Source: an optimization exercise on an open RTL-to-GDS flow (aim: small area and a short achievable clock period). Production flows keep margins and buffers that such runs may drop. Where RTL was checked, it was by simulation tests only, not by an equivalence proof against the original. Power and IR drop assume default switching activity.

==> flow/design.v <==
module bowling(clock, reset, calculate_score, pin_count, roll, score);
input clock;
input reset;
input calculate_score;
input [3:0] pin_count;
input roll;
output [8:0] score;
reg [8:0] score;
reg [3:0] e [0:10];
reg [3:0] o [0:10];
reg [4:0] diff;           
reg ph;                   
reg [4:0] s01;            
reg st;                   
wire [3:0] a = ph ? o[0] : e[0];
wire [3:0] b = ph ? e[0] : o[0];
wire [3:0] c = ph ? o[1] : e[1];
wire [3:0] d = ph ? e[1] : o[1];
wire bon = st || (s01 == 5'd10);
wire [8:0] score_next = score + s01 + (bon ? c : 4'd0);
wire calc = calculate_score && !roll;
wire shift_e = calc && !(ph && st);
wire shift_o = calc && !(!ph && st);
wire wr_o = roll && (ph ^ diff[0]);
wire wr_e = roll && !(ph ^ diff[0]);
wire head = (diff[4:1] == 4'd0);
wire [4:0] s01_r = pin_count + (diff[0] ? a : b);
wire st_r = diff[0] ? st : (pin_count == 4'd10);
wire [3:0] a_c = st ? b : c;
wire [4:0] s01_c = c + (st ? b : d);
wire st_c = (a_c == 4'd10);
wire [4:0] diff_r = diff + 5'd1;
wire [4:0] diff_c = st ? diff - 5'd1 : diff - 5'd2;
integer i;
reg we, wo;
always @(posedge clock) begin
   for (i = 0; i < 11; i = i + 1) begin
      we = wr_e && (diff[4:1] == i);
      wo = wr_o && (diff[4:1] == i);
      e[i] <= ({4{we}} & pin_count)
            | ({4{shift_e}} & ((i < 10) ? e[i+1] : e[i]))
            | ({4{!we && !shift_e}} & e[i]);
      o[i] <= ({4{wo}} & pin_count)
            | ({4{shift_o}} & ((i < 10) ? o[i+1] : o[i]))
            | ({4{!wo && !shift_o}} & o[i]);
   end
end
wire up_r = roll && head;
wire up_c = calc;
always @(posedge clock) begin
   s01 <= ({5{up_r}} & s01_r) | ({5{up_c}} & s01_c) | ({5{!up_r && !up_c}} & s01);
   st <= (up_r & st_r) | (up_c & st_c) | (!up_r && !up_c && st);
end
always @(posedge clock) begin
   if (reset) begin
      score <= 0;
      diff <= 0;
      ph <= 0;
   end
   else if (roll)
      diff <= diff_r;
   else if (calculate_score) begin
      score <= score_next;
      diff <= diff_c;
      ph <= ph ^ st;
   end
end
endmodule
clock: 5.0 ns
lec_check: 0
cap_margin: 20
core_margin: 2
core_utilization: 40
setup_slack_margin: 2.4
slew_margin: 20
standard.sh (not shown) runs the stock make flow with config.mk's settings and CLKGATE_MAP_FILE= SYNTH_SCRIPT=/design/flow/synth_recipe.tcl, a recipe that flattens the netlist after the stock synthesis.
==> flow/flow/run.sh <==
#!/bin/bash
# The standard layout (standard.sh) with two changes: each port is buffered
# by buf_2 rather than the cell buffer_ports picks by default, and clock tree
# synthesis inserts no dummy loads. ORFS keeps each step's log under
# orfs/logs; make's own output goes to make.log.
set -euo pipefail
export BUFFER_PORTS_ARGS="-buffer_cell sky130_fd_sc_hd__buf_2"
export CTS_ARGS="-sink_clustering_enable -repair_clock_nets -buf_list {sky130_fd_sc_hd__clkbuf_4 sky130_fd_sc_hd__clkbuf_8} -dont_use_dummy_load"
bash standard.sh > make.log 2>&1
The first run went through all stages and came out clean.
Then changed:
--- a/flow/design.v
+++ b/flow/design.v
@@ -30,6 +30,5 @@
 wire [4:0] s01_c = c + (st ? b : d);
 wire st_c = (a_c == 4'd10);
-wire [4:0] diff_r = diff + 5'd1;
-wire [4:0] diff_c = st ? diff - 5'd1 : diff - 5'd2;
+wire [4:0] diff_n = diff + (roll ? 5'd1 : {4'hf, st});
 integer i;
 reg we, wo;
@@ -58,10 +57,10 @@
       ph <= 0;
    end
-   else if (roll)
-      diff <= diff_r;
-   else if (calculate_score) begin
-      score <= score_next;
-      diff <= diff_c;
-      ph <= ph ^ st;
+   else if (roll || calculate_score) begin
+      diff <= diff_n;
+      if (!roll) begin
+         score <= score_next;
+         ph <= ph ^ st;
+      end
    end
 end
Effect:
- final cell count drops by 1.1%
- count of clock-buffer cells in the layout stays the same
- total power goes up by 14%
- synthesized cell count goes down by 1.3%
- hold slack is about the same
- global-route usage went down by 0.40 points
- clock skew went down by 0.017 ns
- combinational power goes up by 26%
- design area drops by 0.51%
- utilization goes up by 0.13 points
- setup slack loses 0.011 ns
- maximum frequency drops by 0.42%

main:
RTL: the design.v shown in full above, as it stands there.
export LEC_CHECK = 0
export CAP_MARGIN = 20
export CORE_MARGIN = 2
export CORE_UTILIZATION = 40
export SETUP_SLACK_MARGIN = 2.2
export SLEW_MARGIN = 20
create_clock -name core_clock -period 5.0 [get_ports {clock}]
Scripts as last shown in full above: flow/flow/run.sh
Modified inputs, the feature branch compared to main
-- flow/design.v --
<<< main, line 39
      wo = wr_o && (diff[4:1] == i);
      e[i] <= ({4{we}} & pin_count)
            | ({4{shift_e}} & ((i < 10) ? e[i+1] : e[i]))
            | ({4{!we && !shift_e}} & e[i]);
      o[i] <= ({4{wo}} & pin_count)
            | ({4{shift_o}} & ((i < 10) ? o[i+1] : o[i]))
            | ({4{!wo && !shift_o}} & o[i]);
   end
>>> the feature branch, line 39
      wo = wr_o && (diff[4:1] == i);
      e[i] <= ({4{we}} & pin_count)
            | ({4{shift_e}} & ((i < 10) ? e[i+1] : 4'd0))
            | ({4{!we && !shift_e}} & e[i]);
      o[i] <= ({4{wo}} & pin_count)
            | ({4{shift_o}} & ((i < 10) ? o[i+1] : 4'd0))
            | ({4{!wo && !shift_o}} & o[i]);
   end
Findings:
- The feature branch finished all stages; the layout is clean.
- Max number of DRC violations after detailed-routing iteration 0 across the feature branch and main: the feature branch
- Sum of internal, switching and leakage power (main / the feature branch): 1.05
- In the reports for the feature branch and main, the larger share of synthesized cell area in full adder, half adder and majority cells belongs to main.
- The global-route usage over all layers was comparable across the feature branch and main.
- The feature branch has end-of-flow core utilization below what main had.

the previous run:
RTL: one of the versions met above, not the one the previous note started from.
Size in the first run: roughly 560 cells after synthesis, roughly 110 flip-flops.
==> module bowling, before the edit <==
module bowling(clock, reset, calculate_score, pin_count, roll, score);
input clock;
input reset;
input calculate_score;
input [3:0] pin_count;
input roll;
output [8:0] score;
reg [8:0] score;
reg [3:0] e [0:10];
reg [3:0] o [0:10];
reg [4:0] diff;           
reg ph;                   
reg [4:0] s01;            
reg st;                   
wire [3:0] a = ph ? o[0] : e[0];
wire [3:0] b = ph ? e[0] : o[0];
wire [3:0] c = ph ? o[1] : e[1];
wire [3:0] d = ph ? e[1] : o[1];
wire bon = st || (s01 == 5'd10);
wire [8:0] score_next = score + s01 + (bon ? c : 4'd0);
wire calc = calculate_score && !roll;
wire shift_e = calc && !(ph && st);
wire shift_o = calc && !(!ph && st);
wire wr_o = roll && (ph ^ diff[0]);
wire wr_e = roll && !(ph ^ diff[0]);
wire head = (diff[4:1] == 4'd0);
wire [4:0] s01_r = pin_count + (diff[0] ? a : b);
wire st_r = diff[0] ? st : (pin_count == 4'd10);
wire [3:0] a_c = st ? b : c;
wire [4:0] s01_c = c + (st ? b : d);
wire st_c = (a_c == 4'd10);
wire [4:0] diff_r = diff + 5'd1;
wire [4:0] diff_c = st ? diff - 5'd1 : diff - 5'd2;
integer i;
reg we, wo;
always @(posedge clock) begin
   for (i = 0; i < 11; i = i + 1) begin
      we = wr_e && (diff[4:1] == i);
      wo = wr_o && (diff[4:1] == i);
      e[i] <= ({4{we}} & pin_count)
            | ({4{shift_e}} & ((i < 10) ? e[i+1] : 4'd0))
            | ({4{!we && !shift_e}} & e[i]);
      o[i] <= ({4{wo}} & pin_count)
            | ({4{shift_o}} & ((i < 10) ? o[i+1] : 4'd0))
            | ({4{!wo && !shift_o}} & o[i]);
   end
end
wire up_r = roll && head;
wire up_c = calc;
always @(posedge clock) begin
   s01 <= ({5{up_r}} & s01_r) | ({5{up_c}} & s01_c) | ({5{!up_r && !up_c}} & s01);
   st <= (up_r & st_r) | (up_c & st_c) | (!up_r && !up_c && st);
end
always @(posedge clock) begin
   if (reset) begin
      score <= 0;
      diff <= 0;
      ph <= 0;
   end
   else if (roll)
      diff <= diff_r;
   else if (calculate_score) begin
      score <= score_next;
      diff <= diff_c;
      ph <= ph ^ st;
   end
end
endmodule
==> flow/config.mk <==
export PLATFORM = sky130hd
export DESIGN_NAME = bowling
export DESIGN_NICKNAME = bowling
export VERILOG_FILES = /design/flow/design.v
export SDC_FILE = /design/flow/constraint.sdc
export NUM_CORES = 4
export LEC_CHECK = 0
export CAP_MARGIN = 20
export CORE_MARGIN = 2
export CORE_UTILIZATION = 40
export SETUP_SLACK_MARGIN = 2.6
export SLEW_MARGIN = 20
==> flow/constraint.sdc <==
create_clock -name core_clock -period 5.0 [get_ports {clock}]
set_input_delay 1.0000 -clock core_clock [delete_from_list [all_inputs] [get_ports {clock}]]
set_output_delay 1.0000 -clock core_clock [all_outputs]
set_load 0.01 [all_outputs]
Scripts as last shown in full above: flow/flow/run.sh
Setup changes, the previous run to the current run
==> flow/design.v <==
module bowling(clock, reset, calculate_score, pin_count, roll, score);
input clock;
input reset;
input calculate_score;
input [3:0] pin_count;
input roll;
output [8:0] score;
reg [8:0] score;
reg [3:0] e [0:10];
reg [3:0] o [0:10];
reg [4:0] diff;           
reg ph;                   
reg [4:0] s01;            
reg st;                   
reg bon;                  
wire [3:0] a = ph ? o[0] : e[0];
wire [3:0] b = ph ? e[0] : o[0];
wire [3:0] c = ph ? o[1] : e[1];
wire [3:0] d = ph ? e[1] : o[1];
wire [8:0] score_next = score + s01 + (bon ? c : 4'd0);
wire calc = calculate_score && !roll;
wire shift_e = calc && !(ph && st);
wire shift_o = calc && !(!ph && st);
wire wr_o = roll && (ph ^ diff[0]);
wire wr_e = roll && !(ph ^ diff[0]);
wire head = (diff[4:1] == 4'd0);
wire [4:0] s01_r = pin_count + (diff[0] ? a : b);
wire st_r = diff[0] ? st : (pin_count == 4'd10);
wire bon_r = st_r || (s01_r == 5'd10);
wire [3:0] a_c = st ? b : c;
wire [4:0] s01_c = c + (st ? b : d);
wire st_c = (a_c == 4'd10);
wire bon_c = st_c || (s01_c == 5'd10);
wire [4:0] diff_r = diff + 5'd1;
wire [4:0] diff_c = st ? diff - 5'd1 : diff - 5'd2;
integer i;
reg we, wo;
always @(posedge clock) begin
   for (i = 0; i < 11; i = i + 1) begin
      we = wr_e && (diff[4:1] == i);
      wo = wr_o && (diff[4:1] == i);
      e[i] <= ({4{we}} & pin_count)
            | ({4{shift_e}} & ((i < 10) ? e[i+1] : 4'd0))
            | ({4{!we && !shift_e}} & e[i]);
      o[i] <= ({4{wo}} & pin_count)
            | ({4{shift_o}} & ((i < 10) ? o[i+1] : 4'd0))
            | ({4{!wo && !shift_o}} & o[i]);
   end
end
wire up_r = roll && head;
wire up_c = calc;
always @(posedge clock) begin
   s01 <= ({5{up_r}} & s01_r) | ({5{up_c}} & s01_c) | ({5{!up_r && !up_c}} & s01);
   st <= (up_r & st_r) | (up_c & st_c) | (!up_r && !up_c && st);
   bon <= (up_r & bon_r) | (up_c & bon_c) | (!up_r && !up_c && bon);
end
always @(posedge clock) begin
   if (reset) begin
      score <= 0;
      diff <= 0;
      ph <= 0;
   end
   else if (roll)
      diff <= diff_r;
   else if (calculate_score) begin
      score <= score_next;
      diff <= diff_c;
      ph <= ph ^ st;
   end
end
endmodule
Results
From the previous run to the current run the numbers moved as follows: y dimension of the die -1.6%; first-pass GRT wire length shrank by about 4%; placer's final routability congestion estimate -0.017; total placed instance area now sits lower.
Total length of routed wires (the previous run / the current run): 1.05
Looking at clock power, the current run sits about 1% below the previous run.
In the current run relative to the previous run, die area had gone down by a few percent.
Cmp the previous run and the current run / xor and xnor fraction of the mapped netlist area / higher: the current run
Delay of the slowest critical-path stage: the current run vs the previous run — no meaningful difference
Diff the previous run -> the current run: number of ordinary and repair buffers in the finished layout shrank by about 43%; post-cts gate resize count shrank by 7; cell area shrank by 300 sq um.

## harbor
Another version of the RTL of bowling (not shown whole).
Size in the first run: ~540 cells after synthesis, roughly 110 flip-flops, ~17 I/O pins, about 5500 um^2 of cells after synthesis.
==> module bowling, before the edit <==
module bowling(clock, reset, calculate_score, pin_count, roll, score);
input clock;
input reset;
input calculate_score;
input [3:0] pin_count;
input roll;
output [8:0] score;
reg [8:0] score;
reg [3:0] e [0:10];
reg [3:0] o [0:10];
reg [3:0] q;              
reg bw;                   
reg ph;                   
reg [4:0] s01;            
reg st;                   
wire [3:0] a = ph ? o[0] : e[0];
wire [3:0] b = ph ? e[0] : o[0];
wire [3:0] c = ph ? o[1] : e[1];
wire [3:0] d = ph ? e[1] : o[1];
wire bon = st || (s01 == 5'd10);
wire [8:0] score_next = score + s01 + (bon ? c : 4'd0);
wire calc = calculate_score && !roll;
wire shift_e = calc && !(ph && st);
wire shift_o = calc && !(!ph && st);
wire wr_o = roll && bw;
wire wr_e = roll && !bw;
wire d0 = bw ^ ph;        
wire head = (q == 4'd0);
wire [4:0] s01_r = pin_count + (bw ? e[0] : o[0]);
wire st_r = d0 ? st : (pin_count == 4'd10);
wire [3:0] a_c = st ? b : c;
wire [4:0] s01_c = c + (st ? b : d);
wire st_c = (a_c == 4'd10);
wire [3:0] q_n = q + (roll ? {3'b0, d0} : (st && d0) ? 4'd0 : 4'hf);
integer i;
reg we, wo;
always @(posedge clock) begin
   for (i = 0; i < 11; i = i + 1) begin
      we = wr_e && (q == i);
      wo = wr_o && (q == i);
      e[i] <= ({4{we}} & pin_count)
            | ({4{shift_e}} & ((i < 10) ? e[i+1] : e[i]))
            | ({4{!we && !shift_e}} & e[i]);
      o[i] <= ({4{wo}} & pin_count)
            | ({4{shift_o}} & ((i < 10) ? o[i+1] : o[i]))
            | ({4{!wo && !shift_o}} & o[i]);
   end
end
wire up_r = roll && head;
wire up_c = calc;
always @(posedge clock) begin
   s01 <= ({5{up_r}} & s01_r) | ({5{up_c}} & s01_c) | ({5{!up_r && !up_c}} & s01);
   st <= (up_r & st_r) | (up_c & st_c) | (!up_r && !up_c && st);
end
always @(posedge clock) begin
   if (reset) begin
      score <= 0;
      q <= 0;
      bw <= 0;
      ph <= 0;
   end
   else if (roll || calculate_score) begin
      q <= q_n;
      if (roll)
         bw <= !bw;
      else begin
         score <= score_next;
         ph <= ph ^ st;
      end
   end
end
endmodule
export LEC_CHECK = 0
export CAP_MARGIN = 20
export CORE_MARGIN = 2
export CORE_UTILIZATION = 40
export SETUP_SLACK_MARGIN = 2.4
export SLEW_MARGIN = 20
create_clock -name core_clock -period 5.0 [get_ports {clock}]
Scripts as last shown in full above: flow/flow/run.sh
Setup changes, harbor to pepper
==> flow/design.v <==
module bowling(clock, reset, calculate_score, pin_count, roll, score);
input clock;
input reset;
input calculate_score;
input [3:0] pin_count;
input roll;
output [8:0] score;
reg [8:0] score;
reg [3:0] e [0:10];
reg [3:0] o [0:10];
reg [4:0] diff;           
reg ph;                   
reg [4:0] s01;            
reg st;                   
wire [3:0] a = ph ? o[0] : e[0];
wire [3:0] b = ph ? e[0] : o[0];
wire [3:0] c = ph ? o[1] : e[1];
wire [3:0] d = ph ? e[1] : o[1];
wire bon = st || (s01 == 5'd10);
wire [8:0] score_next = score + s01 + (bon ? c : 4'd0);
wire calc = calculate_score && !roll;
wire shift_e = calc && !(ph && st);
wire shift_o = calc && !(!ph && st);
wire wr_o = roll && (ph ^ diff[0]);
wire wr_e = roll && !(ph ^ diff[0]);
wire head = (diff[4:1] == 4'd0);
wire [4:0] s01_r = pin_count + (diff[0] ? a : b);
wire st_r = diff[0] ? st : (pin_count == 4'd10);
wire [3:0] a_c = st ? b : c;
wire [4:0] s01_c = c + (st ? b : d);
wire st_c = (a_c == 4'd10);
wire [4:0] diff_r = diff + 5'd1;
wire [4:0] diff_c = st ? diff - 5'd1 : diff - 5'd2;
integer i;
reg we, wo;
always @(posedge clock) begin
   for (i = 0; i < 11; i = i + 1) begin
      we = wr_e && (diff[4:1] == i);
      wo = wr_o && (diff[4:1] == i);
      e[i] <= ({4{we}} & pin_count)
            | ({4{shift_e}} & ((i < 10) ? e[i+1] : 4'd0))
            | ({4{!we && !shift_e}} & e[i]);
      o[i] <= ({4{wo}} & pin_count)
            | ({4{shift_o}} & ((i < 10) ? o[i+1] : 4'd0))
            | ({4{!wo && !shift_o}} & o[i]);
   end
end
wire up_r = roll && head;
wire up_c = calc;
always @(posedge clock) begin
   s01 <= ({5{up_r}} & s01_r) | ({5{up_c}} & s01_c) | ({5{!up_r && !up_c}} & s01);
   st <= (up_r & st_r) | (up_c & st_c) | (!up_r && !up_c && st);
end
always @(posedge clock) begin
   if (reset) begin
      score <= 0;
      diff <= 0;
      ph <= 0;
   end
   else if (roll)
      diff <= diff_r;
   else if (calculate_score) begin
      score <= score_next;
      diff <= diff_c;
      ph <= ph ^ st;
   end
end
endmodule
Results
Area after synthesis: pepper vs harbor up 65 um^2. On global-route usage: pepper sits above harbor. Re proportion of cell area occupied by registers: pepper is 0.36 points down on harbor. Wire length on met2, pepper vs harbor: up by a few percent. pepper improves on harbor in overall power after layout. After synthesis and placement, the instance count of pepper is above that of harbor. Number of antenna diodes of harbor is on par with pepper. Note that the routed length on met1 recorded for harbor amounts to 0.840 times the value seen in pepper. pepper — number of cells upsized or downsized after cts 7 lower, harbor as reference. Higher horizontal extent of the die among harbor and pepper: pepper.
The RTL of harbor was laid out without a check of its function.

separate check: timing with driven ports:
The results above use ideal ports. As a check the final layouts listed here were re-extracted and re-timed, cells and wires unchanged.
Step 1 assumes that a clkbuf_16 drives the clock port and a buf_2 every other input.
Step 2 also shifts input and output timing later by t, the mid clock arrival at the registers, as if the neighbouring blocks saw the same clock.
Slacks: no drivers / after step 1 / after step 2; pairs: no drivers / after step 1.
run | t, ns | setup slack, ns | hold WS [ns] | worst setup path after step 2 | clock arrival spread, ns
the first run of note 1 | 0.407 | 2.415 / 2.415 / 2.163 | 0.459 / 0.459 / 0.459 | input to register | 0.031 / 0.031
the second run of note 1 | 0.409 | 2.404 / 2.404 / 2.111 | 0.458 / 0.458 / 0.458 | input to register | 0.017 / 0.018
main | 0.411 | 2.346 / 2.346 / 2.162 | 0.457 / 0.457 / 0.457 | input to register | 0.033 / 0.033
the feature branch | 0.403 | 2.317 / 2.325 / 1.928 | 0.456 / 0.456 / 0.456 | input to register | 0.026 / 0.026
the previous run | 0.416 | 2.344 / 2.344 / 2.262 | 0.461 / 0.461 / 0.461 | input to register | 0.034 / 0.034
the current run | 0.408 | 2.301 / 2.301 / 2.111 | 0.448 / 0.448 / 0.448 | input to register | 0.022 / 0.022
harbor | 0.403 | 2.256 / 2.256 / 2.256 | 0.456 / 0.456 / 0.456 | register to register | 0.020 / 0.019
pepper | 0.411 | 2.414 / 2.414 / 2.135 | 0.461 / 0.461 / 0.461 | input to register | 0.035 / 0.034
After both steps setup and hold are still met in every run listed. For the feature branch, which loses most, drivers alone change the setup slack by +0.008 ns; drivers and shift together by -0.389 ns.
